From an optimization exercise on the open Yosys and OpenROAD flow, aimed at small area; shortcuts taken in it are not production practice. RTL that was checked went through simulation tests only; none was proved equivalent to the original. The RTL of runs 2 and 3 was laid out without a check of its function. Power and IR drop assume default switching activity.

--- flow/config.mk ---
export PLATFORM = sky130hd
export DESIGN_NAME = typing_test_top
export DESIGN_NICKNAME = typing_test_top
export VERILOG_FILES = /design/flow/design.v
export SDC_FILE = /design/flow/constraint.sdc
export NUM_CORES = 4
export LEC_CHECK = 0
export ABC_AREA = 0
export CAP_MARGIN = 20
export CORE_MARGIN = 2
export CORE_UTILIZATION = 75
export SLEW_MARGIN = 20
--- flow/standard.sh ---
#!/bin/bash
# synth_recipe.tcl (not shown) runs the flow's synth.tcl, then flattens the netlist and writes it again
# the make line also repeats each setting of config.mk as NAME=value (left out here)
make -C /OpenROAD-flow-scripts/flow DESIGN_CONFIG=/design/flow/config.mk WORK_HOME=/design/flow/orfs CLKGATE_MAP_FILE= SYNTH_SCRIPT=/design/flow/synth_recipe.tcl "${@:-finish}"
--- flow/flow/run.sh ---
#!/bin/bash
# The standard layout (standard.sh), with two changes: the ports are buffered
# with the smallest buffer, and clock tree synthesis adds no dummy loads and
# builds its tree from clkbuf_8.
set -euo pipefail
export BUFFER_PORTS_ARGS="-buffer_cell sky130_fd_sc_hd__buf_1"
export CTS_ARGS="-sink_clustering_enable -repair_clock_nets -dont_use_dummy_load -buf_list sky130_fd_sc_hd__clkbuf_8"
bash standard.sh finish > standard.log 2>&1
--- flow/design.v ---
`timescale 1ns / 1ps
module typing_test_top(
        input wire clk,
        input wire rst,  
        input wire [3:0] rows,
        output wire [3:0] cols,
        output wire [3:0] Anode_Activate,
        output wire [6:0] LED_out,
        output wire SSD_Anode_Activate,
        output wire [6:0] SSD_LED_out
    );
    function [20:0] add20(input [19:0] a, input [19:0] b, input ci);
        integer i;
        reg c;
        begin
            c = ci;
            for (i = 0; i < 20; i = i + 1) begin
                add20[i] = a[i] ^ b[i] ^ c;
                c = (a[i] & b[i]) | (c & (a[i] ^ b[i]));
            end
            add20[20] = c;
        end
    endfunction
    function [15:0] inc16(input [15:0] a);
        integer i;
        reg c;
        begin
            c = 1'b1;
            for (i = 0; i < 16; i = i + 1) begin
                inc16[i] = a[i] ^ c;
                c = c & a[i];
            end
        end
    endfunction
    function [3:0] mod10(input [3:0] x);
        mod10 = (x[3] & (x[2] | x[1])) ? {1'b0, x[2] & x[1], ~x[1], x[0]} : x;
    endfunction
    reg [12:0] cnt;
    wire cnt_wrap = &{cnt[12], cnt[10:8], cnt[6:5], cnt[3:0]};  
    wire one_hz = ~|cnt;
    wire fast_tick = (cnt[3:0] == 4'd7);
    wire [15:0] cnt_inc = inc16({3'd0, cnt});
    always @(posedge clk) begin
        if (rst || cnt_wrap) cnt <= 13'd0;
        else cnt <= cnt_inc[12:0];
    end
    reg [1:0] led_select;
    always @(posedge clk) begin
        if (rst) led_select <= 2'd0;
        else if (fast_tick) led_select <= {led_select[1] ^ led_select[0], ~led_select[0]};
    end
    reg [6:0] timer;
    reg sampling;
    reg [1:0] col_select;    
    reg [3:0] dec;
    reg bp;                  
    reg rise;                
    wire scan   = !sampling && timer[5] && timer[3];                
    wire sample = sampling && (&timer[6:3]);                        
    wire scan1  = sampling && ~|timer;                              
    wire press  = scan1 && rise;                                    
    wire any_row = ~&rows;
    wire [15:0] timer_inc = inc16({9'd0, timer});
    reg [3:0] dec_next;
    reg dec_hit;
    always @(*) begin
        dec_hit = 1'b1;
        dec_next = 4'd0;
        case ({col_select, rows})
            6'b00_0111: dec_next = 4'h1;
            6'b00_1011: dec_next = 4'h4;
            6'b00_1101: dec_next = 4'h7;
            6'b00_1110: dec_next = 4'h0;
            6'b01_0111: dec_next = 4'h2;
            6'b01_1011: dec_next = 4'h5;
            6'b01_1101: dec_next = 4'h8;
            6'b01_1110: dec_next = 4'hF;
            6'b10_0111: dec_next = 4'h3;
            6'b10_1011: dec_next = 4'h6;
            6'b10_1101: dec_next = 4'h9;
            6'b10_1110: dec_next = 4'hE;
            6'b11_0111: dec_next = 4'hA;
            6'b11_1011: dec_next = 4'hB;
            6'b11_1101: dec_next = 4'hC;
            6'b11_1110: dec_next = 4'hD;
            default: dec_hit = 1'b0;
        endcase
    end
    always @(posedge clk) begin
        if (rst) begin
            timer <= 7'd0;
            sampling <= 1'b0;
            col_select <= 2'd0;
            dec <= 4'd0;
            bp <= 1'b0;
            rise <= 1'b0;
        end else begin
            if (scan) begin
                timer <= 7'd0;
                sampling <= 1'b1;
            end else begin
                timer <= timer_inc[6:0];
                if (sample) sampling <= 1'b0;
            end
            if (scan1) col_select <= {col_select[1] ^ col_select[0], ~col_select[0]};
            if (sample) begin
                rise <= any_row && !bp;
                if (any_row && !bp) begin
                    bp <= 1'b1;
                    if (dec_hit) dec <= dec_next;
                end
                if (!any_row && bp) bp <= 1'b0;
            end
        end
    end
    assign cols = {~(col_select == 2'd0), ~(col_select == 2'd1),
                   ~(col_select == 2'd2), ~(col_select == 2'd3)};
    reg [15:0] lfsr;
    always @(posedge clk) begin
        if (rst) lfsr <= 16'hD670;
        else lfsr <= {lfsr[14:0], lfsr[15] ^ lfsr[13] ^ lfsr[12] ^ lfsr[10]};
    end
    reg [1:0] mode;          
    reg pm10;                
    reg [1:0] cdig;          
    reg [3:0] nw0, nw1, nw2, nw3;    
    reg [15:0] cw;           
    reg cw_rev;              
    reg [3:0] acc_d1, acc_d2;        
    reg [3:0] at, ao;                
    reg [13:0] wc;                   
    reg [15:0] S;                    
    reg [15:0] E;
    reg [3:0] e_one, e_ten;          
    wire is_sel  = (mode == 2'd0);
    wire is_test = (mode == 2'd1);
    wire is_res  = mode[1];
    wire key_b = (dec == 4'hB);
    wire nw_zero = ~|{nw3, nw2, nw1, nw0};
    wire start = press && !key_b && is_sel && (dec == 4'hA) && !nw_zero;
    wire tpress = press && !key_b && is_test;
    function [3:0] cw_nib(input [1:0] i);
        case (i ^ {cw_rev, cw_rev})
            2'd0: cw_nib = cw[3:0];
            2'd1: cw_nib = cw[7:4];
            2'd2: cw_nib = cw[11:8];
            default: cw_nib = cw[15:12];
        endcase
    endfunction
    wire correct = (dec == mod10(cw_nib(cdig)));
    wire word_done = tpress && correct && (cdig == 2'd0);
    wire tick = one_hz && is_test;
    wire [4:0] dlt_w = add20({16'd0, ao}, {16'hFFFF, ~acc_d2}, 1'b1);    
    wire o_lt = dlt_w[4];                        
    wire le6 = dlt_w[3] & (dlt_w[2] | dlt_w[1]);  
    wire [4:0] at_m = add20({16'd0, at}, {19'h7FFFF, 1'b1}, 1'b0);       
    reg [3:0] nd1, nd2;
    always @(*) begin
        if (at[3] & at[1]) begin                 
            nd1 = 4'd10;
            nd2 = 4'd10;
        end else begin
            nd2 = ao;
            if (at == 4'd0 && o_lt) nd1 = le6 ? 4'd9 : 4'd8;
            else nd1 = o_lt ? at_m[3:0] : at;
        end
    end
    wire [15:0] S_inc = inc16(S);
    wire [15:0] wc_inc = inc16({2'd0, wc});
    wire nz = (|wc) | ~&cdig;        
    wire [15:0] E_inc = inc16(E);
    wire [15:0] e_one_inc = inc16({12'd0, e_one});
    wire [15:0] e_ten_inc = inc16({12'd0, e_ten});
    always @(posedge clk) begin
        if (rst) begin
            mode <= 2'd0;
            pm10 <= 1'b0;
            cdig <= 2'd3;
            {nw3, nw2, nw1, nw0} <= 16'd0;
        end else begin
            pm10 <= is_res;
            if (press) begin
                if (key_b) begin
                    if (is_sel) {nw3, nw2, nw1, nw0} <= 16'd0;
                    else mode <= 2'd0;
                    cdig <= 2'd3;
                end else if (is_sel) begin
                    if (start) begin
                        mode <= 2'd1;
                        cdig <= 2'd3;
                    end else begin
                        {nw3, nw2, nw1, nw0} <= {nw2, nw1, nw0, dec};
                    end
                end else if (is_test && correct) begin
                    cdig <= {cdig[1] ^ ~cdig[0], ~cdig[0]};
                    if (cdig == 2'd0 && lastw) mode <= 2'd2;
                end
            end
        end
    end
    reg [19:0] X;
    reg [3:0] vh, vo;
    reg [3:0] ch, co;        
    reg [2:0] p;             
    reg st;                  
    reg aj;                  
    reg lj;                  
    reg wjp;                 
    reg job1;
    reg lastw;
    wire ax = aj || lj;
    wire running = ax || wjp;
    wire [1:0] ni = is_sel ? led_select : p[1:0];
    wire [3:0] nwn = ni[1] ? (ni[0] ? nw0 : nw1) : (ni[0] ? nw2 : nw3);
    wire [3:0] a = p[2] ? 4'd0 : nwn;
    wire st_add = !st;
    wire [15:0] dv = aj ? S : lj ? wc_inc : E;
    wire [20:0] xs = add20(X, st_add ? {16'd0, a} : {4'hF, ~dv}, !st_add && (aj || (!lj && job1)));
    wire fits = xs[20];
    wire fits_e = fits && !lj;
    wire p5 = p[2] & p[0];
    wire p3 = !p[2] & p[1] & p[0];
    wire last = lj ? p3 : p5;
    wire m6 = p[2] && !p[0] && !ax;      
    wire [20:0] xm = add20({2'd0, X[17:0]}, m6 ? {1'b0, X[17:0], 1'b0} : {X[17:0], 2'b00}, 1'b0);
    wire [19:0] xsc = {xm[18:0], 1'b0};
    wire [3:0] uh = aj ? at : vh;
    wire [3:0] uo = aj ? ao : vo;
    wire [20:0] uh10_w = add20({16'd0, uo}, {16'd0, uh[2:0], 1'b0}, 1'b0);
    wire [3:0] uh10 = {uh10_w[3] ^ uh[0], uh10_w[2:0]};                   
    reg [3:0] f6, g6;
    always @(*) begin
        case (uo)
            4'd0: begin f6 = 4'd0; g6 = 4'd0; end
            4'd1: begin f6 = 4'd0; g6 = 4'd6; end
            4'd2: begin f6 = 4'd1; g6 = 4'd2; end
            4'd3: begin f6 = 4'd1; g6 = 4'd8; end
            4'd4: begin f6 = 4'd2; g6 = 4'd4; end
            4'd5: begin f6 = 4'd3; g6 = 4'd0; end
            4'd6: begin f6 = 4'd3; g6 = 4'd6; end
            4'd7: begin f6 = 4'd4; g6 = 4'd2; end
            4'd8: begin f6 = 4'd4; g6 = 4'd8; end
            default: begin f6 = 4'd5; g6 = 4'd4; end
        endcase
    end
    wire [20:0] uh6_w = add20({16'd0, uh[1:0], 2'b00}, {16'd0, uh[2:0], 1'b0}, 1'b0);
    wire [20:0] uh6_x = add20({16'd0, uh6_w[3:0]}, {16'd0, f6}, 1'b0);
    wire [3:0] uh6 = uh6_x[3:0];                                           
    wire uo9 = uo[3] & uo[0];
    wire [15:0] uh_inc = inc16({12'd0, uh});
    wire [15:0] uo_inc = inc16({12'd0, uo});
    reg [3:0] un_h, un_o;    
    always @(*) begin
        un_h = uh;
        un_o = uo;
        if (st && fits) begin
            un_h = uo9 ? uh_inc[3:0] : uh;
            un_o = uo9 ? 4'd0 : uo_inc[3:0];
        end else if (st && !p5) begin
            if (m6) begin
                un_h = uh6;
                un_o = g6;
            end else begin
                un_h = uh10;
                un_o = 4'd0;
            end
        end
    end
    wire done = running && st && !fits_e && last;
    wire aj_done = done && aj;
    wire lj_done = done && lj;
    wire wj_done = done && !ax;
    wire init_aj = tpress && nz;
    wire init_lj = (tpress && !nz) || aj_done;
    wire init_wj = start || (tick && !wjp && !ax) || (wj_done && (job1 || tick)) ||
                   (lj_done && (wjp || tick));
    always @(posedge clk) begin
        if (start) begin
            ch <= 4'd0;
            co <= 4'd0;
            wjp <= 1'b1;
            job1 <= 1'b0;
        end else begin
            if (wj_done) begin
                if (job1 || tick) begin
                    ch <= vh;
                    co <= vo;
                    job1 <= 1'b0;
                end else wjp <= 1'b0;
            end else if (tick) begin
                if (wjp) job1 <= 1'b1;
                else begin
                    ch <= vh;
                    co <= vo;
                    wjp <= 1'b1;
                end
            end
        end
        if (lj_done) lastw <= !fits;
        if (init_aj) begin
            X <= {4'd0, wc, ~cdig};
            p <= 3'd3;
            st <= 1'b1;
        end else if (init_lj || init_wj) begin
            X <= 20'd0;
            p <= 3'd0;
            st <= 1'b0;
        end else begin
            X <= (!st || fits_e) ? xs[19:0] : xsc;
            if (!st) st <= 1'b1;
            else if (!fits_e && !last) begin
                p <= {p[2] | (p[1] & p[0]), p[1] ^ p[0], ~p[0]};
                st <= 1'b0;
            end
        end
        if (start) begin
            aj <= 1'b0;
            lj <= 1'b0;
        end else begin
            if (init_aj) aj <= 1'b1;
            else if (aj_done) aj <= 1'b0;
            if (init_lj) lj <= 1'b1;
            else if (lj_done) lj <= 1'b0;
        end
        if (init_wj) begin
            vh <= 4'd0;
            vo <= 4'd0;
        end else if (running && !ax) begin
            vh <= un_h;
            vo <= un_o;
        end
        if (start) begin
            at <= 4'd10;
            ao <= 4'd0;
            acc_d1 <= 4'd0;
            acc_d2 <= 4'd0;
            wc <= 14'd0;
            S <= 16'hFFFF;
        end else if (tpress) begin
            acc_d1 <= nd1;
            acc_d2 <= nd2;
            S <= S_inc;
            if (correct && cdig == 2'd0) wc <= wc_inc[13:0];
            at <= nz ? 4'd0 : 4'd10;
            ao <= 4'd0;
        end else if (aj) begin
            at <= un_h;
            ao <= un_o;
        end
    end
    always @(posedge clk) begin
        if (start || word_done) begin
            cw <= lfsr;
            cw_rev <= start;
        end
        if (start) begin
            E <= 16'd0;
            e_one <= 4'd0;
            e_ten <= 4'd0;
        end else if (tick) begin
            E <= E_inc;
            if (e_one[3] & e_one[0]) begin
                e_one <= 4'd0;
                e_ten <= e_ten_inc[3:0];
            end else e_one <= e_one_inc[3:0];
        end
    end
    wire one_en = !pm10 && (cdig == 2'd3);
    wire two_en = !pm10 && cdig[1];
    wire three_en = |cdig;
    wire [1:0] ls = led_select;
    wire en = (ls == 2'd0) ? one_en : (ls == 2'd1) ? two_en : (ls == 2'd2) ? three_en : 1'b1;
    wire [1:0] ci = ~ls ^ {cw_rev, cw_rev};
    wire [3:0] cwn = ci[1] ? (ci[0] ? cw[15:12] : cw[11:8]) : (ci[0] ? cw[7:4] : cw[3:0]);
    wire [3:0] rsn = ls[1] ? (ls[0] ? co : ch) : (ls[0] ? e_one : e_ten);
    wire [3:0] dsel = mode[1] ? rsn : mode[0] ? mod10(cwn) : nwn;
    wire [3:0] bcd = en ? dsel : 4'd0;
    assign Anode_Activate = en ? ~(4'b1000 >> ls) : 4'b1111;
    reg [6:0] seg;
    always @(*) begin
        case (bcd)
            4'd1: seg = 7'b1001111;
            4'd2: seg = 7'b0010010;
            4'd3: seg = 7'b0000110;
            4'd4: seg = 7'b1001100;
            4'd5: seg = 7'b0100100;
            4'd6: seg = 7'b0100000;
            4'd7: seg = 7'b0001111;
            4'd8: seg = 7'b0000000;
            4'd9: seg = 7'b0000100;
            default: seg = 7'b0000001;
        endcase
    end
    assign LED_out = seg;
    wire [3:0] sbcd = is_sel ? 4'hF : (ls[0] ? acc_d2 : acc_d1);
    assign SSD_Anode_Activate = ls[0];
    reg [6:0] sseg;
    always @(*) begin
        case (sbcd)
            4'd0: sseg = 7'b0111111;
            4'd1: sseg = 7'b0110000;
            4'd2: sseg = 7'b1011011;
            4'd3: sseg = 7'b1111001;
            4'd4: sseg = 7'b1110100;
            4'd5: sseg = 7'b1101101;
            4'd6: sseg = 7'b1101111;
            4'd7: sseg = 7'b0111000;
            4'd8: sseg = 7'b1111111;
            4'd9: sseg = 7'b1111101;
            4'd10: sseg = 7'b1111110;
            default: sseg = 7'b1000000;
        endcase
    end
    assign SSD_LED_out = sseg;
endmodule
--- flow/constraint.sdc ---
create_clock -name core_clock -period 160.0 [get_ports {clk}]
set_input_delay 32.0000 -clock core_clock [delete_from_list [all_inputs] [get_ports {clk}]]
set_output_delay 32.0000 -clock core_clock [all_outputs]
set_load 0.01 [all_outputs]
==> results of run 1 <==
through the flow:
stage	instance area (um^2)	total power, mW
after detailed placement	12200	0.149
after global routing	12500	0.190
after global placement	12200	0.145
final	12500	0.173
after CTS	12500	0.173
after floorplan	12000	0.129
layer usage:
metal	part of all wire	global-route usage	wire, um	vias up
met2	0.48	0.541	12600	278
li1	-	-	-	4553
met4	0.018	0.0895	467	0
met1	0.44	0.412	11500	4491
met3	0.060	0.0643	1550	38
met5	0	0	0	-
cell usage in the layout, fill, tap and decap left out, types with 5 or more instances in the layout:
| cell | n |
|---|---|
| nand2_1 | 212 |
| dfxtp_1 | 181 |
| ha_1 | 103 |
| nor2_1 | 97 |
| a21oi_1 | 92 |
| inv_1 | 68 |
| o21ai_0 | 62 |
| mux2i_1 | 56 |
| nand3_1 | 50 |
| fa_1 | 41 |
| buf_1 | 27 |
| xnor2_1 | 22 |
| and2_1 | 22 |
| mux2_2 | 20 |
| mux4_2 | 18 |
| nor2b_1 | 18 |
| edfxtp_1 | 18 |
| clkbuf_8 | 17 |
| a211oi_1 | 14 |
| o31ai_1 | 12 |
| buf_4 | 12 |
| o21ai_1 | 9 |
| or2_2 | 9 |
| o22ai_1 | 8 |
| o21ai_2 | 8 |
| xor2_1 | 8 |
| nor3_1 | 8 |
| a31oi_1 | 8 |
| nor4_1 | 7 |
| nand4_1 | 7 |
| nand3_2 | 6 |
| nand3b_1 | 5 |
| nor4b_1 | 5 |
| nand2b_1 | 5 |
cells in the mapped netlist (all sizes together), types with 9 or more instances:
cell | n | share of area
dfxtp | 182 | 0.30
clkbuf | 49 | 0.015
and2 | 24 | 0.013
ha | 103 | 0.11
fa | 41 | 0.068
mux2i | 57 | 0.048
mux2 | 20 | 0.019
nor2 | 99 | 0.031
o31ai | 12 | 0.0075
inv | 69 | 0.022
nor3 | 9 | 0.0037
nand2 | 213 | 0.066
or2 | 10 | 0.0052
a211oi | 14 | 0.0087
xnor2 | 22 | 0.016
edfxtp | 18 | 0.045
nand3 | 56 | 0.026
o21ai | 79 | 0.035
nor2b | 19 | 0.010
a21oi | 95 | 0.040
buf | 16 | 0.0078
mux4 | 20 | 0.038
xor2 | 9 | 0.0072
worst max-delay path by stage:
stage,from,endpoint,slack [ns],depth (start not counted)
2_1_floorplan,cw_rev$_DFFE_PP_,LED_out[1],125.25,10
3_3_place_gp,led_select[0]$_SDFFE_PP0N_,LED_out[1],124.82,12
3_5_place_dp,led_select[0]$_SDFFE_PP0N_,LED_out[1],124.70,12
4_1_cts,led_select[0]$_SDFFE_PP0N_,LED_out[1],124.18,12
5_1_grt,led_select[0]$_SDFFE_PP0N_,LED_out[1],123.79,12
6_report,led_select[0]$_SDFFE_PP0N_,LED_out[1],124.12,12
kinds of logic (layout without fill, tap and decap cells):
kind of cell	Yosys count	count (layout)	synth area share
simple gates	471	471	0.181
fa+ha+maj	144	144	0.175
flops	200	200	0.348
compound gates	245	245	0.121
buf+inv	136	128	0.0452
xor+xnor	32	32	0.0251
mux	97	97	0.105
layout make-up:
cell class,instances,share of cell area
well taps,216,0.0217
flip-flops and latches,200,0.335
inverters,71,0.0214
clock buffers,17,0.0187
repair buffers,40,0.0157
multi-input cells,989,0.587
report_power, final:
| group | leakage (nW) | switching [mW] | internal (mW) | total, mW |
|---|---|---|---|---|
| registers | 1.65 | 0.00820 | 0.0593 | 0.0675 |
| logic | 3.49 | 0.0465 | 0.0347 | 0.0812 |
| clock network | 0.122 | 0.0152 | 0.00942 | 0.0246 |
state kept, by name, summed over array words and instances, names as in the netlist, 7 cells and up:
name	count
X	20
E	16
S	16
cw	16
lfsr	16
wc	14
cnt	13
timer	7
==> notes.md, run 1 <==
* Outcome: no timing/DRC/antenna violations
* Distinct cells, synth at 77
* First DRT Iteration DRCs at 641
* DIE AREA at between 15,000 and 20,000 um^2
* Skew final at about 0.035 ns
* Routed Antenna Nets at 0
* Main synth FF type: dfxtp_1
* Clock-pin slew on the worst setup and hold paths at around 0.11 ns
* First-pass GRT wire length at ~42,000 um
* CP endpoint kind: output pin
* Worst Tran Pin Value at roughly 1.1 ns
* All-Layer GR Usage at 0.317
* WS Path Type: flip-flop to output pin
* WP data required at around 130 ns
* Post-Syn Area at approximately 12,000 um^2
* R2R setup slack at ~150 ns
* Largest stage delay, worst path at 0.86 ns
* Wire length per cell at roughly 17 um
* Worst R2R Path Depth at 34
* Share of cells above drive strength 1 at 0.0820
* Top Family by Delay on Critical Path: compound AO/OA/AOI/OAI gates
* Worst slew margin at 0.291
* Final setup fails at 0
* # port buffers at 28
* H-tree Lvls at 4
* Max Freq at 27.9 MHz
* Synthesis Warnings at 1
* Gp weighted congestion at just under 0.9
* Initial Utilization at 0.763
* Flops & latches, synth at 200
* Hold Path End: cw[6]$_DFFE_PP_
* Multi-input logic area at 7330 um^2
* Hold wc startpoint: lfsr[6]$_SDFF_PP1_
* Sink Count at 200
* Final Max Slew Viols at 0
* Worst-Skew Late Latency at roughly 0.48 ns
* Vias per inst at about 6
* Setup TNS at 0 ns
* Final Util at 0.791
* Cts bufs inserted at 17
* Overflow after GRT at 0
* Slowest cell on the critical path: dfxtp_1
* CTS root buf: clkbuf_8
* Largest net degree at the start of global routing at 53
* TritonRoute pass-1 iters at 5
* Avg Cell Area, Syn at approximately 9.1 um^2
* Post-route setup slack at 124.12 ns
* Pre-CTS setup slack at about 120 ns
* Hold WS at about 0.4 ns
* Async S/R FF share, synth at 0
* Worst setup SP type: flip-flop
* Post-Route WL at around 26,000 um
* Via count at 9,360
* Core Region at 15,800 um^2
* Register area share after synthesis at 0.348
* Signal arrival time at the worst endpoint at about 3.9 ns
* Post-synth EDFFs at 18
* DRC violations left at 0
* Fill count at 1,132
* Reg2reg start: led_select[0]$_SDFFE_PP0N_
* RR Endpoint: X[19]$_SDFF_PP0_
* Pwr/cell area at ~14 nW/um^2
* Vias in the first global route at 8,921
* Post-CTS Setup Bufs at 0
* VDD IR-drop max at 8.34 uV
* RSZ-0062 raised after global routing: no
* Num rows at 46
* Clock buffer depth at 2
* Placed cell count at around 1,500
* Max Cap Viol at 0
* Final worst-path cycle share at 0.224
* PostCTS Resize Cnt at 0
* Ant. Diodes at 0
* Non-Filler Instances at ~1,500
* # IOs at 29
* Crit path buffers/inverters at 3
* Die width at between 100 and 150 um
* Hold Buf Count CTS at 0
* Maximum fanout along the worst path at 16
* Cells along the critical path: inv_1, ha_1, nand2_1, o21ai_0, o21ai_1, o221ai_1, a21oi_1, inv_1, ha_1, or2_1, a21oi_1, buf_1
* Worst min path class: flip-flop to flip-flop
* CTS tree: yes
* Final Hold Violating Endpoints at 0
* Area grow syn2layout at 3.67%
* Die Ht at ~130 um
* Hpwl dp at about 19,000 um
* Hold Path Cell Cnt at 0
* Cells after Synth at 1,325
* Leakage at between 5 and 6 nW
* Final Net Count at roughly 1,500
* Final Critical Period at 35.88 ns
* Syn_nets at between 1,000 and 1,500
* Register Area at 4190 um^2
* Initial antenna violation count at 0
==> inputs of run 2 (changes only) <==
--- a/flow/design.v
+++ b/flow/design.v
@@ -224,8 +224,8 @@
     wire m6 = p[2] && !p[0] && !ax;      
     wire [20:0] xm = add20({2'd0, X[17:0]}, m6 ? {1'b0, X[17:0], 1'b0} : {X[17:0], 2'b00}, 1'b0);
     wire [19:0] xsc = {xm[18:0], 1'b0};
-    wire [3:0] uh = aj ? at : vh;
-    wire [3:0] uo = aj ? ao : vo;
+    wire [3:0] uh = vh;
+    wire [3:0] uo = vo;
     wire [20:0] uh10_w = add20({16'd0, uo}, {16'd0, uh[2:0], 1'b0}, 1'b0);
     wire [3:0] uh10 = {uh10_w[3] ^ uh[0], uh10_w[2:0]};                   
     reg [3:0] f6, g6;
@@ -286,7 +286,9 @@
                     ch <= vh;
                     co <= vo;
                     job1 <= 1'b0;
-                end else wjp <= 1'b0;
+                end else if (!init_aj) wjp <= 1'b0;
+            end else if (init_aj) begin
+                wjp <= 1'b1;     
             end else if (tick) begin
                 if (wjp) job1 <= 1'b1;
                 else begin
@@ -322,10 +324,10 @@
             if (init_lj) lj <= 1'b1;
             else if (lj_done) lj <= 1'b0;
         end
-        if (init_wj) begin
+        if (init_wj || init_aj) begin
             vh <= 4'd0;
             vo <= 4'd0;
-        end else if (running && !ax) begin
+        end else if (running && !lj) begin
             vh <= un_h;
             vo <= un_o;
         end
@@ -341,11 +343,13 @@
             acc_d2 <= nd2;
             S <= S_inc;
             if (correct && cdig == 2'd0) wc <= wc_inc[13:0];
-            at <= nz ? 4'd0 : 4'd10;
-            ao <= 4'd0;
-        end else if (aj) begin
-            at <= un_h;
-            ao <= un_o;
+            if (!nz) begin
+                at <= 4'd10;
+                ao <= 4'd0;
+            end
+        end else if (aj_done) begin
+            at <= vh;
+            ao <= vo;
         end
     end
     always @(posedge clk) begin
--- a/flow/config.mk
+++ b/flow/config.mk
@@ -8,5 +8,5 @@
 export ABC_AREA = 0
 export CAP_MARGIN = 20
 export CORE_MARGIN = 2
-export CORE_UTILIZATION = 75
+export CORE_UTILIZATION = 60
 export SLEW_MARGIN = 20
==> run 2 against run 1 <==
Compared with the run above: clock-buffer cell count rose by 19; highest routed layer unchanged; critical endpoint is now LED_out[3]; final area increased by 3.0%; worst setup slack improved by 0.13 ns; sequential cell count grew 6; final cell count is 4.2% higher; synthesized area increased by 0.68%; sequential share of layout area shrank 0.064 points; maximum frequency up 0.37%.
==> notes.md, run 2 <==
* Max Freq at 28.0 MHz
* H-tree Lvls at 2
* Final Critical Period at roughly 36 ns
* Pwr/cell area at between 10 and 15 nW/um^2
* Wire length per cell at 16.9 um
* Initial antenna violation count at 0
* Gp weighted congestion at approximately 0.9
* Async S/R FF share, synth at 0
* Synth cell count leaders: 209 x nand2_1, 188 x dfxtp_1, 102 x ha_1, 102 x nor2_1, 77 x a21oi_1
* Final setup fails at 0
* Maximum fanout along the worst path at 11
* Final Max Slew Viols at 0
* Worst setup SP type: flip-flop
* Via count at 9,252
* Largest net degree at the start of global routing at 54
* Worst slew margin at 0.284
* Skew final at between 0.04 and 0.05 ns
* Hold wc startpoint: lfsr[14]$_SDFF_PP1_
* Hold Buf Count CTS at 0
* CP endpoint kind: output pin
* Overflow after GRT at 0
* Largest register FFs at 20
* DRC violations left at 0
* Worst Tran Pin Value at 1.07 ns
* Hpwl dp at about 19,000 um
* Distinct cells, synth at a little under 80
* Leakage at roughly 5.4 nW
* Vias per inst at between 5 and 6
* Final Net Count at roughly 1,500
* Routed Antenna Nets at 0
* Final Hold Violating Endpoints at 0
* Clock-pin slew on the worst setup and hold paths at around 0.050 ns
* Register Area at 4300 um^2
* TritonRoute pass-1 iters at 5
* First DRT Iteration DRCs at around 600
* Synthesis Warnings at 1
* All-Layer GR Usage at 0.256
* Max Cap Viol at 0
* Outcome: no timing/DRC/antenna violations
* Worst min path class: flip-flop to flip-flop
* Final worst-path cycle share at 0.223
* Vias in the first global route at roughly 8,900
* Share of cells above drive strength 1 at 0.0960
* Worst-Skew Late Latency at around 0.52 ns
* Pre-CTS setup slack at around 120 ns
* Flops & latches, synth at 206
* WP data required at around 130 ns
* Synth area leaders: dfxtp_1 31%, ha_1 11%, fa_1 6.8%
* CTS root buf: clkbuf_8
* Post-Syn Area at 12,100 um^2
* Setup TNS at 0 ns
* Multi-input logic area at around 7300 um^2
* First-pass GRT wire length at around 45,000 um
* Area grow syn2layout at 6.10%
* Clock buffer depth at 3
* Post-synth EDFFs at 18
* Reg2reg start: mode[1]$_SDFFE_PP0P_
* Yosys top cell by area: dfxtp_1
* Most flop-heavy register: X
* # IOs at 29
* Post-CTS Setup Bufs at 0
* DIE AREA at 21,400 um^2
* Ant. Diodes at 0
* Most common cell in the netlist: nand2_1
* Total power at about 170 uW
* Initial Utilization at 0.617
* # port buffers at 28
* Avg Cell Area, Syn at around 9.2 um^2
* Num rows at between 50 and 60
* Cts bufs inserted at 36
* Main synth FF type: dfxtp_1
* Most common cell after layout, fill and taps aside: nand2_1
* CP Launch Point: mode[1]$_SDFFE_PP0P_
* CTS tree: yes
* PostCTS Resize Cnt at 0
* Signal arrival time at the worst endpoint at around 3.8 ns
* Commonest non-fill, non-tap cells in the layout: 209 x nand2_1, 188 x dfxtp_1, 102 x nor2_1, 102 x ha_1, 77 x a21oi_1
* Sink Count at ~210
* Die width at between 100 and 150 um
* Final Util at 0.654
* WS Path Type: flip-flop to output pin
* Syn_nets at between 1,000 and 1,500
* VDD IR-drop max at between 10 and 15 uV
* Post-Route WL at approximately 27,000 um
* Post-route setup slack at 124.25 ns
* Fill count at about 1,700
* Cells after Synth at approximately 1,300
* RSZ-0062 raised after global routing: no
* Register area share after synthesis at 0.355
* Die Ht at roughly 150 um
* Core Region at between 15,000 and 20,000 um^2
* Synth top area share at 0.310
[run 2: stage by stage]
step | area (um^2) | cells | hold WS (ns)
detailed placement | 12400 | 1561 | 0.407
global placement | 12400 | 1561 | 0.405
finish | 12900 | 1598 | 0.419
floorplan | 12100 | 1324 | 0.400
CTS | 12900 | 1597 | 0.418
global route | 12900 | 1598 | 0.431
[run 2: routing by layer]
| layer | track usage | routed length, um | vias to the layer above |
|---|---|---|---|
| li1 | - | - | 4586 |
| met1 | 0.361 | 12600 | 4386 |
| met2 | 0.415 | 12400 | 237 |
| met3 | 0.0384 | 1460 | 43 |
| met4 | 0.0699 | 501 | 0 |
| met5 | 0 | 0 | - |
[run 2: worst paths after layout]
kind / cells after the start / slack, ns / endpoint
min reg2reg: 0 / 0.42 / cw[14]$_DFFE_PP_
max reg2reg: 36 / 149.33 / add20$func$/design/flow/design.v:247$5487.$result[0]$_DFF_P_
max: 11 / 124.25 / LED_out[3]
min: 0 / 0.42 / cw[14]$_DFFE_PP_
[run 2: final cells by class]
cell class                 count  area share
multi-input combinational    983       0.566
sequential                   206       0.335
clock buffer                  36      0.0385
tap                          265      0.0258
inverter                      66      0.0193
timing repair buffer          42      0.0162
[run 2: power breakdown]
group	switching (mW)	total, mW	internal [mW]
registers	0.00711	0.0664	0.0593
logic	0.0393	0.0697	0.0304
clock network	0.0188	0.0387	0.0199
total	0.0653	0.175	0.110
[run 2: kinds of logic after synthesis]
family | synth area share
simple gates | 0.186
compound gates | 0.117
flops | 0.355
fa+ha+maj | 0.173
buf+inv | 0.0460
mux | 0.0997
xor+xnor | 0.0229
[run 2: critical path, stage by stage (launching register included)]
cell      delay (ns)
dfxtp_1         0.42
nor2_2          0.48
mux2i_2         0.50
mux4_2          0.31
nand2_1         0.06
a311oi_1        0.57
inv_1           0.17
ha_1            0.32
inv_1           0.07
mux2i_1         0.07
nor2_1          0.11
buf_1           0.16
==> inputs of run 3 (changes only) <==
--- a/flow/config.mk
+++ b/flow/config.mk
@@ -5,7 +5,7 @@
 export SDC_FILE = /design/flow/constraint.sdc
 export NUM_CORES = 4
 export LEC_CHECK = 0
-export ABC_AREA = 0
+export ABC_AREA = 1
 export CAP_MARGIN = 20
 export CORE_MARGIN = 2
 export CORE_UTILIZATION = 60
==> run 3 against run 2 <==
Compared with the run above: critical endpoint is now LED_out[0]; clock power rose by 7.8%; total power is 6.0% higher; largest power group unchanged; register-to-register slack lost 0.36 ns; sequential share of layout area decreased by 0.12 points; sequential cell count is the same.
==> notes.md, run 3 <==
* Post-CTS Setup Bufs at 0
* Synth area leaders: dfxtp_1 31%, ha_1 11%, nand2_1 10%
* Final Hold Violating Endpoints at 0
* Total power at roughly 190 uW
* Switching power at ~73 uW
* PostCTS Resize Cnt at 0
* Main synth FF type: dfxtp_1
* Clock buffer depth at 3
* Most flop-heavy register: X
* Via count at between 10,000 and 15,000
* VDD IR-drop max at slightly above 9 uV
* Setup TNS at 0 ns
* Hpwl dp at between 20,000 and 25,000 um
* Num rows at 51
* Cells after Synth at 1,567
* Register share of total power at 0.359
* Hold wc startpoint: lfsr[1]$_SDFF_PP0_
* # port buffers at 28
* Outcome: no timing/DRC/antenna violations
* Worst slew margin at 0.442
* Cts bufs inserted at 39
* Final Net Count at roughly 1,700
* Reg2reg start: led_select[0]$_SDFFE_PP0N_
* Worst setup SP type: flip-flop
* Signal arrival time at the worst endpoint at between 3 and 4 ns
* CTS tree: yes
* CP endpoint kind: output pin
* Leakage at roughly 6.0 nW
* Vias in the first global route at approximately 10,000
* First-pass GRT wire length at 49,300 um
* Post-synthesis compound-gate area fraction at 0.143
* Distinct cells, synth at between 50 and 60
* Sink Count at 206
* First DRT Iteration DRCs at 790
* # IOs at 29
* Pint at 112 uW
* Clock-pin slew on the worst setup and hold paths at about 0.05 ns
* Final Max Slew Viols at 0
* CTS root buf: clkbuf_8
* Overflow after GRT at 0
* Post-synth EDFFs at 18
* Wire length per cell at roughly 16 um
* DIE AREA at between 20,000 and 25,000 um^2
* Post-Synth XOR/XNOR Area at 0.0167
* Synth cell count leaders: 333 x nand2_1, 188 x dfxtp_1, 183 x inv_1
* Area grow syn2layout at 6.75%
* Maximum fanout along the worst path at 19
* Largest family of logic cells by synthesized area: simple AND/OR/NAND/NOR gates
* Vias per inst at 5.48
* Pwr/cell area at approximately 14 nW/um^2
* Final Critical Period at around 36 ns
* Skew final at around 0.065 ns
* Syn_nets at around 1,700
* H-tree Lvls at 2
* Core Region at about 20,000 um^2
* Final worst-path cycle share at 0.223
* Largest register FFs at 20
* WS Path Type: flip-flop to output pin
* Most common cell after layout, fill and taps aside: nand2_1
* Post-Route WL at just under 30,000 um
* TritonRoute pass-1 iters at 7
* Max Cap Viol at 0
* Share of cells above drive strength 1 at 0.0741
* Comb pwr share at 0.416
* Gp weighted congestion at about 1
* Adder-Cell Fraction of Synth Area at 0.173
* CP Launch Point: led_select[0]$_SDFFE_PP0N_
* Clock power share at 0.225
* Worst Tran Pin Value at roughly 0.84 ns
* Synth top area share at 0.311
* WP data required at 128.00 ns
* Most common cell in the netlist: nand2_1
* Worst-Skew Late Latency at around 0.54 ns
* Hold Buf Count CTS at 0
* Flops & latches, synth at just over 200
* Register area share after synthesis at 0.356
* Final setup fails at 0
* RSZ-0062 raised after global routing: no
* Die width at 146 um
* Avg Cell Area, Syn at around 7.7 um^2
* Largest net degree at the start of global routing at 43
* Die Ht at roughly 150 um
* Initial Utilization at 0.617
* All-Layer GR Usage at 0.281
* Initial antenna violation count at 0
* Ant. Diodes at 0
* Routed Antenna Nets at 0
* Max Freq at around 28 MHz
* Yosys top cell by area: dfxtp_1
* Simple-gate portion of the synthesized area at 0.226
* Synthesis Warnings at 1
* Post-Syn Area at 12,100 um^2
* DRC violations left at 0
* Switching Share at 0.395
* Worst min path class: flip-flop to flip-flop
* Commonest non-fill, non-tap cells in the layout: 333 x nand2_1, 188 x dfxtp_1, 183 x inv_1, 170 x nor2_1, 110 x o21ai_0
* Async S/R FF share, synth at 0
* Mux contribution to synthesized area at 0.00166
-- run 3: cell count changes after synthesis, sizes merged, moves of 26 or more --
| cell | delta |
|---|---|
| o21ai | +36 |
| inv | +136 |
| nand2 | +136 |
| and2 | -26 |
| mux2i | -54 |
| nor2 | +80 |
-- run 3: cells by family (layout without fill, tap and decap cells) --
group / count (synthesis) / count (layout)
AO/OA/AOI/OAI: 299 / 299
XOR/XNOR: 23 / 23
adder cells (fa/ha/maj): 143 / 143
buffers and inverters: 253 / 278
flip-flops: 206 / 206
multiplexers: 2 / 2
AND/OR/NAND/NOR: 641 / 641
-- run 3: worst paths after layout --
path	to	slack [ns]	cells after the start
min	lfsr[2]$_SDFF_PP0_	0.40	2
max reg2reg	g6[2]$_DFF_P_	148.97	47
max	LED_out[0]	124.35	16
min reg2reg	lfsr[2]$_SDFF_PP0_	0.40	2
-- run 3: worst max-delay path, cell delays in order (launching register included) --
cell and delay (ns):
dfxtp_1 0.71, inv_2 0.26, ha_1 0.29, nand2_1 0.06, o21ai_0 0.09, o21ai_1 0.40
nand2_1 0.11, o21bai_1 0.18, inv_1 0.07, nand2_1 0.11, inv_1 0.10, ha_1 0.14
inv_1 0.04, nor2_1 0.14, o21ai_0 0.09, o21ai_0 0.16, buf_1 0.21
-- run 3: metrics by stage --
stage	setup WS, ns	cell area (um^2)	std cells	util	hold WS, ns
6_report	124.35	12900	1857	0.659	0.396
5_1_grt	123.91	12900	1857	0.659	0.416
4_1_cts	124.36	12900	1857	0.659	0.398
3_5_place_dp	124.94	12400	1818	0.632	0.410
3_3_place_gp	125.02	12400	1817	0.631	0.407
2_1_floorplan	125.59	12100	1567	-	0.400
-- run 3: metal layers --
metal / GRT usage / wire [um] / up-vias
li1: - / - / 5140
met1: 0.393 / 13500 / 4718
met2: 0.452 / 13200 / 259
met3: 0.0433 / 1740 / 60
met4: 0.0794 / 688 / 0
met5: 0 / 0 / -
-- run 3: power groups by stage --
stage | combinational, mW | sequential [mW] | clock (mW)
after floorplan | 0.0592 | 0.0650 | 0
after global placement | 0.0752 | 0.0675 | 0
after detailed placement | 0.0764 | 0.0675 | 0
after CTS | 0.0770 | 0.0666 | 0.0425
after global routing | 0.0904 | 0.0677 | 0.0447
final | 0.0771 | 0.0666 | 0.0417
-- run 3: layout make-up --
type	instances	area (um^2)
clock buffers	39	537
fillers	1770	6680
inverters	201	759
multi-input cells	1108	6800
flip-flops and latches	206	4300
well taps	265	332
repair buffers	38	180
==> inputs of run 4 (changes only) <==
--- a/flow/design.v
+++ b/flow/design.v
@@ -32,6 +32,17 @@
             end
         end
     endfunction
+    function [15:0] inc16c(input [15:0] a, input ci);
+        integer i;
+        reg c;
+        begin
+            c = ci;
+            for (i = 0; i < 16; i = i + 1) begin
+                inc16c[i] = a[i] ^ c;
+                c = c & a[i];
+            end
+        end
+    endfunction
     function [3:0] mod10(input [3:0] x);
         mod10 = (x[3] & (x[2] | x[1])) ? {1'b0, x[2] & x[1], ~x[1], x[0]} : x;
     endfunction
@@ -47,7 +58,7 @@
     reg [1:0] led_select;
     always @(posedge clk) begin
         if (rst) led_select <= 2'd0;
-        else if (fast_tick) led_select <= {led_select[1] ^ led_select[0], ~led_select[0]};
+        else led_select <= {led_select[1] ^ (led_select[0] & fast_tick), led_select[0] ^ fast_tick};
     end
     reg [6:0] timer;
     reg sampling;
@@ -102,7 +113,7 @@
                 timer <= timer_inc[6:0];
                 if (sample) sampling <= 1'b0;
             end
-            if (scan1) col_select <= {col_select[1] ^ col_select[0], ~col_select[0]};
+            col_select <= {col_select[1] ^ (col_select[0] & scan1), col_select[0] ^ scan1};
             if (sample) begin
                 rise <= any_row && !bp;
                 if (any_row && !bp) begin
@@ -165,12 +176,13 @@
             else nd1 = o_lt ? at_m[3:0] : at;
         end
     end
-    wire [15:0] S_inc = inc16(S);
     wire [15:0] wc_inc = inc16({2'd0, wc});
     wire nz = (|wc) | ~&cdig;        
-    wire [15:0] E_inc = inc16(E);
-    wire [15:0] e_one_inc = inc16({12'd0, e_one});
-    wire [15:0] e_ten_inc = inc16({12'd0, e_ten});
+    wire e_one9 = e_one[3] & e_one[0];
+    wire [15:0] E_next = inc16c(E, tick);
+    wire [15:0] e_one_next = inc16c({12'd0, e_one}, tick);
+    wire [15:0] e_ten_next = inc16c({12'd0, e_ten}, tick && e_one9);
+    wire [15:0] S_next = inc16c(S, tpress);
     always @(posedge clk) begin
         if (rst) begin
             mode <= 2'd0;
@@ -228,21 +240,12 @@
     wire [3:0] uo = vo;
     wire [20:0] uh10_w = add20({16'd0, uo}, {16'd0, uh[2:0], 1'b0}, 1'b0);
     wire [3:0] uh10 = {uh10_w[3] ^ uh[0], uh10_w[2:0]};                   
-    reg [3:0] f6, g6;
-    always @(*) begin
-        case (uo)
-            4'd0: begin f6 = 4'd0; g6 = 4'd0; end
-            4'd1: begin f6 = 4'd0; g6 = 4'd6; end
-            4'd2: begin f6 = 4'd1; g6 = 4'd2; end
-            4'd3: begin f6 = 4'd1; g6 = 4'd8; end
-            4'd4: begin f6 = 4'd2; g6 = 4'd4; end
-            4'd5: begin f6 = 4'd3; g6 = 4'd0; end
-            4'd6: begin f6 = 4'd3; g6 = 4'd6; end
-            4'd7: begin f6 = 4'd4; g6 = 4'd2; end
-            4'd8: begin f6 = 4'd4; g6 = 4'd8; end
-            default: begin f6 = 4'd5; g6 = 4'd4; end
-        endcase
-    end
+    wire [3:0] f6 = {1'b0,
+                     uo[3] | (uo[2] & uo[1] & uo[0]),
+                     ~uo[3] & uo[2] & ~(uo[1] & uo[0]),
+                     (~uo[3] & ~uo[2] & uo[1]) | (uo[2] & (uo[1] ^ uo[0])) | (uo[3] & uo[0])};
+    wire [3:0] g6 = uo[0] ? {~uo[3] & ~uo[2] & uo[1], ~uo[2] & ~uo[1],
+                             (~uo[3] & ~uo[2] & ~uo[1]) | (uo[2] & uo[1]), 1'b0} : uo;
     wire [20:0] uh6_w = add20({16'd0, uh[1:0], 2'b00}, {16'd0, uh[2:0], 1'b0}, 1'b0);
     wire [20:0] uh6_x = add20({16'd0, uh6_w[3:0]}, {16'd0, f6}, 1'b0);
     wire [3:0] uh6 = uh6_x[3:0];                                           
@@ -331,17 +334,16 @@
             vh <= un_h;
             vo <= un_o;
         end
+        S <= start ? 16'hFFFF : S_next;
         if (start) begin
             at <= 4'd10;
             ao <= 4'd0;
             acc_d1 <= 4'd0;
             acc_d2 <= 4'd0;
             wc <= 14'd0;
-            S <= 16'hFFFF;
         end else if (tpress) begin
             acc_d1 <= nd1;
             acc_d2 <= nd2;
-            S <= S_inc;
             if (correct && cdig == 2'd0) wc <= wc_inc[13:0];
             if (!nz) begin
                 at <= 4'd10;
@@ -357,17 +359,9 @@
             cw <= lfsr;
             cw_rev <= start;
         end
-        if (start) begin
-            E <= 16'd0;
-            e_one <= 4'd0;
-            e_ten <= 4'd0;
-        end else if (tick) begin
-            E <= E_inc;
-            if (e_one[3] & e_one[0]) begin
-                e_one <= 4'd0;
-                e_ten <= e_ten_inc[3:0];
-            end else e_one <= e_one_inc[3:0];
-        end
+        E <= start ? 16'd0 : E_next;
+        e_one <= (start || (tick && e_one9)) ? 4'd0 : e_one_next[3:0];
+        e_ten <= start ? 4'd0 : e_ten_next[3:0];
     end
     wire one_en = !pm10 && (cdig == 2'd3);
     wire two_en = !pm10 && cdig[1];
--- a/flow/config.mk
+++ b/flow/config.mk
@@ -5,7 +5,7 @@
 export SDC_FILE = /design/flow/constraint.sdc
 export NUM_CORES = 4
 export LEC_CHECK = 0
-export ABC_AREA = 1
+export ABC_AREA = 0
 export CAP_MARGIN = 20
 export CORE_MARGIN = 2
 export CORE_UTILIZATION = 60
==> run 4 against run 3 <==
Compared with the run above: hold slack improved by 0.031 ns; die area is 3.1% lower; non-clock buffer count up 2; largest cell class unchanged; synthesized area down 3.2%; combinational power shrank 74%; sequential power down 15%; utilization decreased by 2.8 points; still clean; critical path type unchanged; global-route usage decreased by 2.8 points; synthesized cell count fell by 20%; clock skew is 0.027 ns lower; maximum frequency down 0.95%.
==> notes.md, run 4 <==
* Post-CTS Setup Bufs at 0
* Synth top area share at 0.311
* Synth area leaders: dfxtp_1 31%, ha_1 10%, fa_1 7.0%
* WS Path Type: flip-flop to output pin
* Placed Area at 11,900 um^2
* Setup TNS at 0 ns
* Commonest non-fill, non-tap cells in the layout: 182 x dfxtp_1, 156 x nand2_1, 96 x ha_1, 89 x nor2_1, 63 x inv_1
* Async S/R FF share, synth at 0
* Vias in the first global route at roughly 8,000
* Area grow syn2layout at 3.83%
* Synth cell count leaders: 182 x dfxtp_1, 156 x nand2_1, 96 x ha_1
* Syn_nets at 1,389
* Wire length per cell at around 17 um
* Fill count at between 1,500 and 2,000
* Final Net Count at approximately 1,400
* Post-synth EDFFs at 18
* Register area share after synthesis at 0.357
* Gp weighted congestion at ~0.9
* R2R setup slack at ~150 ns
* Post-Route WL at roughly 25,000 um
* Worst-Skew Late Latency at between 0.4 and 0.5 ns
* Worst Tran Pin Value at 0.972 ns
* # port buffers at 28
* Distinct cells, synth at 82
* All-Layer GR Usage at 0.253
* Cells along the critical path: xnor2_2, mux4_2, o211ai_1, or4b_1, ha_1, or3_1, a21boi_1, buf_1
* Pwr/cell area at 8.33 nW/um^2
* TritonRoute pass-1 iters at 5
* Most common cell after layout, fill and taps aside: dfxtp_1
* WP data required at 128.00 ns
* Final worst-path cycle share at 0.225
* Cells after Synth at between 1,000 and 1,500
* Worst min path class: flip-flop to flip-flop
* Maximum fanout along the worst path at 19
* Final Cell Area at 12,200 um^2
* Vias per inst at 5.76
* H-tree Lvls at 4
* First DRT Iteration DRCs at roughly 600
* Max Freq at 27.8 MHz
* Initial antenna violation count at 0
* Routed Antenna Nets at 0
* Die width at ~140 um
* Ant. Diodes at 0
* Skew final at 0.0382 ns
* Overflow after GRT at 0
* CTS tree: yes
* Post-Syn Area at around 12,000 um^2
* Flops & latches, synth at 200
* Slowest cell on the critical path: dfxtp_1
* # IOs at 29
* Worst setup SP type: flip-flop
* Synthesis Warnings at 1
* Clock buffer depth at 2
* Largest register FFs at 20
* Core Region at about 19,000 um^2
* Max Cap Viol at 0
* Main synth FF type: dfxtp_1
* Final Critical Period at about 36 ns
* Hold Buf Count CTS at 0
* Cts bufs inserted at 17
* DIE AREA at 20,600 um^2
* Final Hold Violating Endpoints at 0
* Final Max Slew Viols at 0
* Worst slew margin at 0.351
* Hpwl dp at about 18,000 um
* Largest net degree at the start of global routing at 67
* VDD IR-drop max at ~5.5 uV
* Multi-input logic area at roughly 7000 um^2
* RSZ-0062 raised after global routing: no
* Final setup fails at 0
* CTS root buf: clkbuf_8
* Largest stage delay, worst path at about 0.9 ns
* Most common cell in the netlist: dfxtp_1
* Most flop-heavy register: X
* PostCTS Resize Cnt at 0
* Via count at between 8,000 and 9,000
* Share of cells above drive strength 1 at 0.0721
* Outcome: no timing/DRC/antenna violations
* CP endpoint kind: output pin
* Signal arrival time at the worst endpoint at around 4.0 ns
* Avg Cell Area, Syn at between 9 and 10 um^2
* DRC violations left at 0
* Yosys top cell by area: dfxtp_1
* Initial Utilization at 0.607
* Die Ht at about 140 um
* Sink Count at 200
* Clock-pin slew on the worst setup and hold paths at 0.08 ns
* Leakage at just over 5 nW
* First-pass GRT wire length at 41,200 um
* Num rows at roughly 50
* Register Area at between 4000 and 5000 um^2
## run 4: cell types whose count changed after synthesis, sizes merged, moves of 17 or more
cell,change
mux2i,+53
nor2b,+17
inv,-137
o211ai,-17
a21oi,-40
nand3,-27
nor2,-94
o21ai,-56
and2,+43
nand2,-190
nand2b,+25
## run 4: cell type report
| type | instances | share of cell area |
|---|---|---|
| inverter | 64 | 0.0198 |
| tap | 265 | 0.0273 |
| multi-input combinational | 914 | 0.573 |
| clock buffer | 17 | 0.0193 |
| sequential | 200 | 0.344 |
| timing repair buffer | 40 | 0.0162 |
## run 4: power breakdown
part / switching, mW / total, mW / internal [mW]
sequential: 0.00310 / 0.0564 / 0.0533
combinational: 0.0110 / 0.0200 / 0.00905
clock: 0.0154 / 0.0249 / 0.00944
## run 4: metal layers
| layer | track usage | share of wire |
|---|---|---|
| met4 | 0.0604 | 0.012 |
| met1 | 0.371 | 0.51 |
| met3 | 0.0353 | 0.037 |
| met2 | 0.396 | 0.44 |
| met5 | 0 | 0 |
## run 4: final timing paths
check,start,to,cells past startpoint
hold reg to reg,lfsr[8]$_SDFF_PP0_,cw[8]$_DFFE_PP_,0
hold / removal,lfsr[8]$_SDFF_PP0_,cw[8]$_DFFE_PP_,0
setup / recovery,led_select[0]$_SDFF_PP0_,LED_out[3],8
setup reg to reg,led_select[0]$_SDFF_PP0_,X[9]$_DFF_P_,34
## run 4: through the flow
step	total power, mW	hold WS, ns	instances	util	setup slack, ns
after floorplan	0.0724	0.400	1246	-	124.91
after global placement	0.0770	0.409	1483	0.618	124.51
after detailed placement	0.0773	0.409	1483	0.618	124.46
after CTS	0.102	0.424	1500	0.630	123.95
after global routing	0.108	0.437	1500	0.631	123.77
final	0.101	0.426	1500	0.631	124.01
## run 4: cells by family (layout without fill, tap and decap cells)
logic type | Yosys count | count (layout) | share of synthesized area
simple gates | 461 | 461 | 0.199
compound gates | 208 | 208 | 0.114
mux | 83 | 83 | 0.0894
buf+inv | 132 | 121 | 0.0484
xor+xnor | 25 | 25 | 0.0193
fa+ha+maj | 137 | 137 | 0.173
flops | 200 | 200 | 0.357
## run 4: worst max-delay path: cells and delay by family (launching register included)
| family | cells | cell delay, ns |
|---|---|---|
| simple gates | 2 | 0.92 |
| xor+xnor | 1 | 0.28 |
| mux | 1 | 0.60 |
| flops | 1 | 0.92 |
| fa+ha+maj | 1 | 0.33 |
| buf+inv | 1 | 0.16 |
| compound gates | 2 | 0.33 |
==> inputs of run 5 (changes only) <==
--- a/flow/config.mk
+++ b/flow/config.mk
@@ -5,7 +5,7 @@
 export SDC_FILE = /design/flow/constraint.sdc
 export NUM_CORES = 4
 export LEC_CHECK = 0
-export ABC_AREA = 0
+export ABC_AREA = 1
 export CAP_MARGIN = 20
 export CORE_MARGIN = 2
 export CORE_UTILIZATION = 60
==> run 5 against run 4 <==
Compared with the run above: still clean; critical path depth grew 4; sequential cell count did not move; sequential share of layout area is 0.71 points higher; routed wire length fell by 0.32%; total power up 73%; critical path type unchanged; critical endpoint is now LED_out[2].
==> notes.md, run 5 <==
* Area grow syn2layout at 3.98%
* Switching power at 72.7 uW
* Most common cell after layout, fill and taps aside: nand2_1
* Hold Path End: lfsr[8]$_SDFF_PP0_
* Vias per inst at around 5.4
* Synthesis Warnings at 1
* Synth cell count leaders: 269 x nand2_1, 199 x inv_1, 182 x dfxtp_1
* Via count at slightly above 9,000
* Final setup fails at 0
* Share of cells above drive strength 1 at 0.0645
* PostCTS Resize Cnt at 0
* RR Endpoint: X[4]$_DFF_P_
* First DRT Iteration DRCs at ~650
* Leakage at around 5.7 nW
* Flops & latches, synth at 200
* Simple-gate portion of the synthesized area at 0.215
* Core Region at between 15,000 and 20,000 um^2
* TritonRoute pass-1 iters at 5
* Initial antenna violation count at 0
* Largest net degree at the start of global routing at 52
* Yosys top cell by area: dfxtp_1
* Hold wc startpoint: lfsr[7]$_SDFF_PP0_
* Gp weighted congestion at between 0.8 and 0.9
* Avg Cell Area, Syn at between 7 and 8 um^2
* Non-Filler Instances at 1,691
* Setup TNS at 0 ns
* H-tree Lvls at 4
* Worst R2R Path Depth at 43
* Hpwl dp at approximately 19,000 um
* Hold Path Cell Cnt at 2
* Reg2reg start: led_select[0]$_SDFF_PP0_
* Largest family of logic cells by synthesized area: simple AND/OR/NAND/NOR gates
* Overflow after GRT at 0
* Hold WS at around 0.4 ns
* Met3 wire length at 1360 um
* Top sig layer: met4
* Commonest non-fill, non-tap cells in the layout: 269 x nand2_1, 199 x inv_1, 182 x dfxtp_1, 169 x nor2_1, 102 x o21ai_0
* Register share of total power at 0.380
* Clock-pin slew on the worst setup and hold paths at roughly 0.090 ns
* Worst setup SP type: flip-flop
* Worst min path class: flip-flop to flip-flop
* Worst-Skew Late Latency at about 0.48 ns
* CTS tree: yes
* Skew final at 0.0387 ns
* Main synth FF type: dfxtp_1
* Final Hold Violating Endpoints at 0
* Final Net Count at roughly 1,600
* Worst slew margin at 0.438
* Routed met2 length at between 10,000 and 15,000 um
* Final worst-path cycle share at 0.221
* Mux contribution to synthesized area at 0.00262
* Synth top area share at 0.318
* Max Cap Viol at 0
* Adder-Cell Fraction of Synth Area at 0.177
* Wire length per cell at approximately 15 um
* Die width at 142 um
* Total power at about 180 uW
* WS Path Type: flip-flop to output pin
* Register area share after synthesis at 0.365
* Post-Route WL at between 20,000 and 25,000 um
* Final Max Slew Viols at 0
* All-Layer GR Usage at 0.260
* Top Family by Delay on Critical Path: compound AO/OA/AOI/OAI gates
* Most common cell in the netlist: nand2_1
* Maximum fanout along the worst path at 13
* DRC violations left at 0
* VDD IR-drop max at 10.8 uV
* Cells after Synth at roughly 1,500
* Syn_nets at approximately 1,600
* Vias in the first global route at about 8,600
* R2R setup slack at roughly 150 ns
* Switching Share at 0.415
* Num rows at 50
* Post-Synth XOR/XNOR Area at 0.0182
* Async S/R FF share, synth at 0
* CP Depth at 12
* Final Util at 0.637
* WP data required at between 100 and 150 ns
* Crit path buffers/inverters at 3
* CP endpoint kind: output pin
* Die Ht at 142 um
* Metal1 wirelength at ~12,000 um
* Routed Antenna Nets at 0
* First-pass GRT wire length at approximately 42,000 um
* Clock power share at 0.143
* Initial Utilization at 0.612
* Largest stage delay, worst path at ~0.63 ns
* Sink Count at 200
* DIE AREA at ~20,000 um^2
* Max Freq at around 28 MHz
* Post-Syn Area at roughly 11,000 um^2
* # IOs at 29
* Post-synthesis compound-gate area fraction at 0.132
* Cells along the critical path: xor2_2, inv_1, o21ai_0, a21oi_1, or2_2, o21bai_1, inv_1, ha_1, nand2_1, nand3_1, nand2_1, buf_1
* Ant. Diodes at 0
* Final Critical Period at about 35 ns
* Cts bufs inserted at 17
* Comb pwr share at 0.477
* Signal arrival time at the worst endpoint at about 3.3 ns
* Worst Tran Pin Value at about 0.84 ns
* Fill count at around 1,700
* Most flop-heavy register: X
* Distinct cells, synth at 58
* # port buffers at 28
* Hold Buf Count CTS at 0
* CTS root buf: clkbuf_8
* Synth area leaders: dfxtp_1 32%, ha_1 10%, nand2_1 8.8%
* Post-synth EDFFs at 18
* Largest register FFs at 20
* Pint at 102 uW
* Clock buffer depth at 2
* Placed cell count at between 1,500 and 2,000
* Slowest cell on the critical path: dfxtp_1
* Post-CTS Setup Bufs at 0
* Pwr/cell area at roughly 15 nW/um^2
* Outcome: no timing/DRC/antenna violations
* RSZ-0062 raised after global routing: no
==> run 5: cell types whose count changed after synthesis, moves of 15 or more <==
cell      delta
o21ai_0     +39
mux4_2      -16
mux2i_1     -52
nor2_1      +80
nand2_1    +113
inv_1      +136
clkbuf_1    -15
a21oi_1     +25
and2_1      -43
nor2b_1     -17
or2_2       +17
nand2b_1    -24
==> run 5: power by group through the flow <==
stage               clock network (mW)  registers (mW)  logic [mW]
floorplan                            0          0.0647      0.0659
global placement                     0          0.0677      0.0813
detailed placement                   0          0.0678      0.0831
CTS                             0.0257          0.0666      0.0839
global route                    0.0276          0.0678      0.0971
finish                          0.0250          0.0665      0.0836
==> run 5: worst min-delay path, delay by kind of cell, from the launching register on <==
kind,cells,cell delay [ns]
buffers and inverters,1,0.05
flip-flops,1,0.31
AND/OR/NAND/NOR,1,0.03
==> run 5: layer usage <==
metal  up-vias  GRT usage
met4         0     0.0553
li1       4700          -
met2       193      0.424
met3        23     0.0434
met1      4221      0.365
met5         -          0
==> run 5: cells by family after synthesis <==
kind of cell               Yosys count
and+or+nand+nor                    570
adders and majority gates          137
AOI/OAI and AO/OA                  263
DFF                                200
muxes                                3
buffers and inverters              257
xor gates and xnor gates            23
==> run 5: worst max-delay path by stage <==
stage	startpoint	endpoint	slack (ns)
after floorplan	cw_rev$_DFFE_PP_	LED_out[3]	125.81
after global placement	led_select[0]$_SDFF_PP0_	LED_out[2]	125.33
after detailed placement	led_select[0]$_SDFF_PP0_	LED_out[3]	125.19
after CTS	led_select[0]$_SDFF_PP0_	LED_out[2]	124.68
after global routing	led_select[0]$_SDFF_PP0_	LED_out[2]	124.30
final	led_select[0]$_SDFF_PP0_	LED_out[2]	124.66
==> run 5: cell type report <==
| cell class | count | area [um^2] | share of cell area |
|---|---|---|---|
| Multi-Input combinational cell | 996 | 6250 | 0.525 |
| Sequential cell | 200 | 4180 | 0.351 |
| Inverter | 209 | 785 | 0.0659 |
| Tap cell | 234 | 293 | 0.0246 |
| Clock buffer | 17 | 234 | 0.0197 |
| Timing Repair Buffer | 35 | 159 | 0.0133 |
==> run 5: metrics by stage <==
stage	worst slack, ns	instance area, um^2
floorplan	125.81	11500
finish	124.66	11900
detailed placement	125.19	11700
global placement	125.33	11700
global route	124.30	11900
CTS	124.68	11900
==> inputs of run 6 (changes only) <==
--- a/flow/design.v
+++ b/flow/design.v
@@ -176,7 +176,7 @@
             else nd1 = o_lt ? at_m[3:0] : at;
         end
     end
-    wire [15:0] wc_inc = inc16({2'd0, wc});
+    wire [15:0] wc_next = inc16c({2'd0, wc}, word_done);
     wire nz = (|wc) | ~&cdig;        
     wire e_one9 = e_one[3] & e_one[0];
     wire [15:0] E_next = inc16c(E, tick);
@@ -226,7 +226,7 @@
     wire [3:0] nwn = ni[1] ? (ni[0] ? nw0 : nw1) : (ni[0] ? nw2 : nw3);
     wire [3:0] a = p[2] ? 4'd0 : nwn;
     wire st_add = !st;
-    wire [15:0] dv = aj ? S : lj ? wc_inc : E;
+    wire [15:0] dv = aj ? S : lj ? {2'd0, wc} : E;
     wire [20:0] xs = add20(X, st_add ? {16'd0, a} : {4'hF, ~dv}, !st_add && (aj || (!lj && job1)));
     wire fits = xs[20];
     wire fits_e = fits && !lj;
@@ -301,7 +301,7 @@
                 end
             end
         end
-        if (lj_done) lastw <= !fits;
+        if (lj_done) lastw <= !fits || ~|xs[19:0];     
         if (init_aj) begin
             X <= {4'd0, wc, ~cdig};
             p <= 3'd3;
@@ -335,16 +335,15 @@
             vo <= un_o;
         end
         S <= start ? 16'hFFFF : S_next;
+        wc <= start ? 14'd0 : wc_next[13:0];
         if (start) begin
             at <= 4'd10;
             ao <= 4'd0;
             acc_d1 <= 4'd0;
             acc_d2 <= 4'd0;
-            wc <= 14'd0;
         end else if (tpress) begin
             acc_d1 <= nd1;
             acc_d2 <= nd2;
-            if (correct && cdig == 2'd0) wc <= wc_inc[13:0];
             if (!nz) begin
                 at <= 4'd10;
                 ao <= 4'd0;
==> run 6 against run 5 <==
Compared with the run above: critical path depth unchanged; clock-buffer cell count unchanged; via count down 1.1%; largest power group unchanged; clock power about the same; utilization up 0.073 points; highest routed layer unchanged; largest cell class unchanged; clock skew is 0.0056 ns higher.
==> notes.md, run 6 <==
* Cells after Synth at about 1,400
* Skew final at 0.0443 ns
* Most common cell in the netlist: nand2_1
* Initial Utilization at 0.610
* Sink Count at 200
* Ant. Diodes at 0
* Outcome: no timing/DRC/antenna violations
* Final Critical Period at 35.51 ns
* Worst-Skew Late Latency at about 0.48 ns
* Largest stage delay, worst path at roughly 0.65 ns
* DRC violations left at 0
* CP Depth at 12
* Wire length per cell at around 15 um
* Main synth FF type: dfxtp_1
* Most flop-heavy register: X
* Largest net degree at the start of global routing at 63
* Post-Route WL at approximately 25,000 um
* Routed met2 length at ~12,000 um
* Placed cell count at 1,658
* Signal arrival time at the worst endpoint at 3.51 ns
* Via count at approximately 9,000
* Cells along the critical path: inv_1, nand2_1, o21ai_1, inv_1, o21ai_0, o21ai_0, o21ai_0, o21bai_2, ha_1, or2_1, a21oi_1, buf_1
* Hpwl dp at 18,900 um
* PostCTS Resize Cnt at 0
* Core Region at ~19,000 um^2
* Synthesis Warnings at 1
* Post-Syn Area at about 11,000 um^2
* Yosys top cell by area: dfxtp_1
* Worst R2R Path Depth at 38
* CP Launch Point: led_select[0]$_SDFF_PP0_
* WS Path Type: flip-flop to output pin
* Met3 wire length at between 1000 and 1500 um
* # port buffers at 28
* Commonest non-fill, non-tap cells in the layout: 277 x nand2_1, 209 x inv_1, 182 x dfxtp_1, 149 x nor2_1, 95 x ha_1
* Synth top area share at 0.320
* Most common cell after layout, fill and taps aside: nand2_1
* Final Hold Violating Endpoints at 0
* Async S/R FF share, synth at 0
* Flops & latches, synth at 200
* VDD IR-drop max at just under 9 uV
* Routed Antenna Nets at 0
* WP data required at roughly 130 ns
* CP most frequent cell: o21ai_0
* Gp weighted congestion at about 0.9
* Hold Buf Count CTS at 0
* Crit path buffers/inverters at 3
* Register area share after synthesis at 0.368
* Clock-pin slew on the worst setup and hold paths at roughly 0.080 ns
* Num rows at 50
* First DRT Iteration DRCs at 577
* Max Cap Viol at 0
* Area grow syn2layout at 4.42%
* Pwr/cell area at about 14 nW/um^2
* Cts bufs inserted at 17
* DIE AREA at ~20,000 um^2
* Max Freq at 28.2 MHz
* Share of cells above drive strength 1 at 0.0611
* Top Family by Delay on Critical Path: compound AO/OA/AOI/OAI gates
* Reg2reg start: led_select[0]$_SDFF_PP0_
* Hold wc startpoint: lfsr[2]$_SDFF_PP0_
* Hold Path Cell Cnt at 2
* Worst slew margin at 0.411
* Maximum fanout along the worst path at 12
* CTS tree: yes
* Metal1 wirelength at roughly 11,000 um
* Slowest cell on the critical path: dfxtp_1
* First-pass GRT wire length at approximately 42,000 um
* TritonRoute pass-1 iters at 5
* Final setup fails at 0
* Avg Cell Area, Syn at approximately 8.0 um^2
* Worst Tran Pin Value at approximately 0.9 ns
* Crit path to: LED_out[1]
* Non-Filler Instances at 1,675
* All-Layer GR Usage at 0.264
* CTS root buf: clkbuf_8
* Largest register FFs at 20
* Post-synth EDFFs at 18
* RR Endpoint: p[2]$_SDFFE_PP0P_
* Clock buffer depth at 2
* Leakage at 5.52 nW
* Vias per inst at around 5.4
* Vias in the first global route at 8,697
* Distinct cells, synth at 56
* H-tree Lvls at 4
* Overflow after GRT at 0
* R2R setup slack at 147.66 ns
* RSZ-0062 raised after global routing: no
* Die width at 142 um
* Final Max Slew Viols at 0
* Synth area leaders: dfxtp_1 32%, ha_1 10%, nand2_1 9.1%
* Final Net Count at approximately 1,600
* # IOs at 29
* Final worst-path cycle share at 0.222
* Synth cell count leaders: 277 x nand2_1, 209 x inv_1, 182 x dfxtp_1
* Die Ht at 142 um
* Initial antenna violation count at 0
* Top sig layer: met4
* Worst min path class: flip-flop to flip-flop
* CP endpoint kind: output pin
* Syn_nets at ~1,600
* Post-CTS Setup Bufs at 0
* Worst setup SP type: flip-flop
* Setup TNS at 0 ns
-- run 6: metal layers --
| layer | track usage | vias to the layer above |
|---|---|---|
| met5 | 0 | - |
| met3 | 0.0456 | 33 |
| li1 | - | 4641 |
| met2 | 0.447 | 194 |
| met1 | 0.350 | 4166 |
| met4 | 0.0774 | 0 |
-- run 6: how the worst min path moves through the flow --
| stage | endpoint | slack [ns] |
|---|---|---|
| after CTS | lfsr[4]$_SDFF_PP1_ | 0.43 |
| after global routing | lfsr[3]$_SDFF_PP0_ | 0.44 |
| final | lfsr[3]$_SDFF_PP0_ | 0.43 |
| after global placement | cw[14]$_DFFE_PP_ | 0.41 |
| after detailed placement | cw[3]$_DFFE_PP_ | 0.41 |
| after floorplan | cw[11]$_DFFE_PP_ | 0.40 |
-- run 6: cell type report --
| type | instances | area [um^2] |
|---|---|---|
| Clock buffer | 17 | 234 |
| Fill cell | 1681 | 6760 |
| Inverter | 216 | 811 |
| Multi-Input combinational cell | 973 | 6200 |
| Sequential cell | 200 | 4180 |
| Tap cell | 234 | 293 |
| Timing Repair Buffer | 35 | 159 |
-- run 6: worst register-to-register path, delay by kind of cell (launching register included) --
family,cells,cell delay [ns]
fa+ha+maj,20,7.90
flops,1,0.48
buf+inv,5,0.81
simple gates,6,1.30
compound gates,7,1.73
-- run 6: kinds of logic (layout without fill, tap and decap cells) --
group                      Yosys count  count (layout)  synth area share
AOI/OAI and AO/OA                  255             255             0.132
xor gates and xnor gates            25              25            0.0209
adders and majority gates          136             136             0.177
buffers and inverters              256             268            0.0878
DFF                                200             200             0.368
muxes                                3               3           0.00264
and+or+nand+nor                    554             554             0.212
-- run 6: where the power goes --
group / internal [mW] / switching (mW) / total [mW] / leakage (nW)
logic: 0.0314 / 0.0466 / 0.0780 / 3.74
registers: 0.0577 / 0.00695 / 0.0646 / 1.65
clock network: 0.00944 / 0.0156 / 0.0251 / 0.122
total: 0.0985 / 0.0692 / 0.168 / 5.52
-- run 6: per-stage QoR --
step | cell area [um^2] | power [mW] | utilization | hold slack [ns] | worst slack, ns
floorplan | 11400 | 0.125 | - | 0.400 | 125.84
global placement | 11600 | 0.142 | 0.625 | 0.406 | 125.15
detailed placement | 11600 | 0.143 | 0.625 | 0.407 | 125.02
CTS | 11900 | 0.168 | 0.637 | 0.428 | 124.50
global route | 11900 | 0.185 | 0.637 | 0.438 | 124.18
finish | 11900 | 0.168 | 0.637 | 0.426 | 124.49

Setup slack of run 6, layout unchanged: 124.488 ns with ideal ports, 124.444 ns with driving cells assumed (clock clkbuf_16, inputs buf_2), 124.945 ns with port delays also shifted by the 0.500 ns mid clock arrival.
